Background: an optimization exercise with open tools, aiming at small area, a short achievable clock period and few clock cycles per item. Do not read the settings as production practice.
Where RTL was checked, it was by simulation tests only, not by an equivalence proof against the original.

== north ==
==> flow/design.v (excerpt) <==
module sha_1_core(
    clk,
    rstn,
    din,
    din_vld,
    use_pre_cv,
    sha_1_end,
    busy,
    dout,
    dout_vld
);
clock: 7.0 ns
lec_check: 0
cap_margin: 20
core_margin: 2
core_utilization: 40
cts_buf_list: sky130_fd_sc_hd__clkbuf_8 sky130_fd_sc_hd__clkbuf_16
cts_cluster_diameter: 70
cts_cluster_size: 26
place_density: 0.6
setup_slack_margin: 3.95
slew_margin: 20
standard.sh (not shown) runs the stock make flow with config.mk's settings and CLKGATE_MAP_FILE= SYNTH_SCRIPT=/design/flow/synth_recipe.tcl, a recipe that flattens the netlist after the stock synthesis.
==> flow/flow/run.sh <==
#!/bin/bash
# The standard layout (the standard.sh, synthesis unchanged), with the
# port buffers made from the smallest plain buffer instead of a delay cell.
set -euo pipefail
bash standard.sh "BUFFER_PORTS_ARGS=-buffer_cell sky130_fd_sc_hd__buf_1" finish > standard.log 2>&1
Testbench counts of north, summed over its fixed seeds: cycles 15,936, blocks 192.
What south does differently from north at the input level:
# north
export LEC_CHECK = 0
export CAP_MARGIN = 20
export CORE_MARGIN = 2
export CORE_UTILIZATION = 40
export CTS_BUF_LIST = sky130_fd_sc_hd__clkbuf_8 sky130_fd_sc_hd__clkbuf_16
export CTS_CLUSTER_DIAMETER = 70
export CTS_CLUSTER_SIZE = 26
export PLACE_DENSITY = 0.6
export SETUP_SLACK_MARGIN = 3.95
export SLEW_MARGIN = 20
create_clock -name core_clock -period 7.0 [get_ports {clk}]
# south
export LEC_CHECK = 0
export CAP_MARGIN = 20
export CORE_MARGIN = 2
export CORE_UTILIZATION = 40
export CTS_BUF_LIST = sky130_fd_sc_hd__clkbuf_8 sky130_fd_sc_hd__clkbuf_16
export CTS_CLUSTER_DIAMETER = 70
export CTS_CLUSTER_SIZE = 26
export PLACE_DENSITY = 0.5
export SETUP_SLACK_MARGIN = 3.95
export SLEW_MARGIN = 20
create_clock -name core_clock -period 7.0 [get_ports {clk}]
## What came out
Per the final summary, south finished and its layout is clean on timing, DRC and antenna.
The lower buffer count from post-CTS setup fixing of north and south is in north.
[south] fraction of final layout cells sized beyond drive strength 1 rose 1.9 points relative to north
Taking north as the reference, in south critical path depth shows an increase of 2; count of vias placed by the detailed router shows an increase of 1.0%.
In south, the number of buffers other than clock buffers in the final layout came out 5.7% above the value in north.
Compared with north, south shows a worst setup slack that is 16 ps higher.
Layout inverter count without the clock tree: north vs south — no meaningful difference
In the flow results for north and south, the cell count is larger on south.
Between south and north, it is south whose final hold slack is lower, by 5.1 ps.
### south -> east
# south
export LEC_CHECK = 0
export CAP_MARGIN = 20
export CORE_MARGIN = 2
export CORE_UTILIZATION = 40
export CTS_BUF_LIST = sky130_fd_sc_hd__clkbuf_8 sky130_fd_sc_hd__clkbuf_16
export CTS_CLUSTER_DIAMETER = 70
export CTS_CLUSTER_SIZE = 26
export PLACE_DENSITY = 0.5
export SETUP_SLACK_MARGIN = 3.95
export SLEW_MARGIN = 20
create_clock -name core_clock -period 7.0 [get_ports {clk}]
# east
export LEC_CHECK = 0
export CAP_MARGIN = 20
export CORE_MARGIN = 2
export CORE_UTILIZATION = 35
export CTS_BUF_LIST = sky130_fd_sc_hd__clkbuf_8 sky130_fd_sc_hd__clkbuf_16
export CTS_CLUSTER_DIAMETER = 70
export CTS_CLUSTER_SIZE = 26
export PLACE_DENSITY = 0.6
export SETUP_SLACK_MARGIN = 3.95
export SLEW_MARGIN = 20
create_clock -name core_clock -period 7.0 [get_ports {clk}]
### Flow results
The routed wire length number comes out higher for south vs east.
Non-clock inverter count in the final layout of south is on par with east.
Comparing south against east, there is no change at all in layout multi-input combinational cell count.
From south to east the numbers moved as follows: global-route wire length before repair went down by about 1.5%; final setup skew went down by 25 ps; post-synthesis to final-layout area growth went down by 0.93 points.
The time the final worst path needs with I/O delays and setup number comes out lower for south vs east.
On cell area, south loses to east.


sha_1_core, a different RTL version from the one above (not shown whole).
Size in the first run: ~2,300 cells after synthesis, about 880 flip-flops, about 200 I/O pins, ~0.030 sq mm of cells after synthesis.
Design sha_1_core, start of the top module:
module sha_1_core(
    clk,
    rstn,
    din,
    din_vld,
    use_pre_cv,
    sha_1_end,
    busy,
    dout,
    dout_vld
);
input wire clk;
input wire rstn;
input wire [31:0] din;
input wire din_vld;
input wire use_pre_cv;
input wire sha_1_end;
output reg busy;
output wire [159:0] dout;
output reg dout_vld;
localparam [31:0] H0_INIT = 32'h67452301,
                  H1_INIT = 32'hEFCDAB89,
                  H2_INIT = 32'h98BADCFE,
                  H3_INIT = 32'h10325476,
                  H4_INIT = 32'hC3D2E1F0;
reg [6:0] cnt;       
reg hvld;            
reg ivm;             
reg st1;             
reg [1:0] ph;        
reg fch, fmaj;       
reg rot;             
reg ffa;             
reg last;            
wire start = din_vld & ~busy;
always @(posedge clk or negedge rstn) begin
    if (!rstn) begin
        cnt      <= 7'd0;
        busy     <= 1'b0;
        dout_vld <= 1'b0;
        hvld     <= 1'b0;
        st1      <= 1'b0;
        ph       <= 2'd0;
        fch      <= 1'b1;
        fmaj     <= 1'b0;
        rot      <= 1'b0;
        ffa      <= 1'b0;
        last     <= 1'b0;
    end
    else begin
        dout_vld <= last;
        st1      <= start;
        rot      <= (cnt == 7'd77) | (rot & ~last);
        ffa      <= (cnt == 7'd80) | (ffa & ~last);
        last     <= (cnt == 7'd81);
        if (start) begin
            ph   <= 2'd0;
            fch  <= 1'b1;
            fmaj <= 1'b0;
        end
        else if (cnt == 7'd20 || cnt == 7'd40 || cnt == 7'd60) begin
            ph   <= ph + 2'd1;
            fch  <= 1'b0;
            fmaj <= (ph == 2'd1);
        end
        if (start) begin
            cnt  <= 7'd1;
            busy <= 1'b1;
        end
        else if (last) begin
            cnt  <= 7'd0;
            busy <= 1'b0;
            hvld <= 1'b1;
        end
        else if (busy) begin
            cnt  <= cnt + 7'd1;
        end
    end
end
reg [31:0] w [0:15];
wire [31:0] w_xor = w[13] ^ w[8] ^ w[2] ^ w[0];
always @(posedge clk) begin
    w[15] <= din_vld ? din : {w_xor[30:0], w_xor[31]};
end
genvar i;
generate
    for (i = 0; i < 15; i = i + 1) begin: gen_w
        always @(posedge clk) w[i] <= w[i+1];
    end
endgenerate
reg [31:0] h0, h1, h2, h3, h4;
wire use_h = use_pre_cv & hvld;
wire [31:0] s1_ = use_h ? h1 : H1_INIT;
  ...
make LEC_CHECK=0 CAP_MARGIN=20 CORE_MARGIN=2 CORE_UTILIZATION=40 CTS_BUF_LIST=sky130_fd_sc_hd__clkbuf_8 CTS_CLUSTER_DIAMETER=50 CTS_CLUSTER_SIZE=20 PLACE_DENSITY=0.6 SETUP_SLACK_MARGIN=3.8 SLEW_MARGIN=20 finish   # period 7.0 ns
run.sh (not shown) runs the stock make flow with config.mk's settings and CLKGATE_MAP_FILE= SYNTH_SCRIPT=/design/flow/synth_recipe.tcl, a recipe that flattens the netlist after the stock synthesis.
Stock flow here: none of the scripts above is used.
The first run produced a clean layout.
Next try:
==> flow/flow/run.sh (new file) <==
#!/bin/bash
# The standard layout (the standard.sh, synthesis unchanged), with the
# port buffers made from the smallest plain buffer instead of a delay cell.
set -euo pipefail
bash standard.sh "BUFFER_PORTS_ARGS=-buffer_cell sky130_fd_sc_hd__buf_1" finish > standard.log 2>&1
==> flow/standard.sh (new file) <==
#!/bin/bash
# synth_recipe.tcl (not shown) runs the flow's synth.tcl, then flattens the netlist and writes it again
# the make line also repeats each setting of config.mk as NAME=value (left out here)
make -C /OpenROAD-flow-scripts/flow DESIGN_CONFIG=/design/flow/config.mk WORK_HOME=/design/flow/orfs CLKGATE_MAP_FILE= SYNTH_SCRIPT=/design/flow/synth_recipe.tcl "${@:-finish}"
removed: flow/run.sh
Outcome: The changed run completed without violations; worst setup slack is better by 4.2 ps; final cell count went down slightly; hold slack is worse by 13 ps; area after synthesis stays the same; via count falls slightly.
No run of this note included a check of the RTL's function; only the layout flow was run.

-- separate check: timing with driven ports --
Ports are ideal in the flow. The routed layouts listed here were re-timed in OpenROAD. Step 1, drivers: a clkbuf_16 drives clk and a buf_2 each remaining input, both assumed. Step 2 moves the port delays by t, midway between the first and last clock arrival at a register: inputs arrive t later, outputs are due t later. That takes back most of the time a late clock gives input paths. Three values: no drivers, after step 1, after step 2; two values: the first two.
run | t, ns | setup WS [ns] | worst setup path at the end | worst register clock-pin slew, ns | pins driven straight from the clock port
north | 0.676 | 3.864 / 3.864 / 3.354 | input to register | 0.10 / 0.10 | 1
south | 0.684 | 3.880 / 3.880 / 3.382 | input to register | 0.11 / 0.11 | 1
east | 0.675 | 3.876 / 3.876 / 3.422 | input to register | 0.10 / 0.10 | 1
the first run of note 2 | 0.752 | 3.245 / 3.245 / 3.137 | input to register | 0.12 / 0.12 | 1
the second run of note 2 | 0.756 | 3.249 / 3.249 / 3.067 | input to register | 0.12 / 0.12 | 1
After both steps every run listed still meets setup and hold. For north, which loses most, drivers alone change the setup slack by 0.000 ns; drivers and shift together by -0.510 ns.
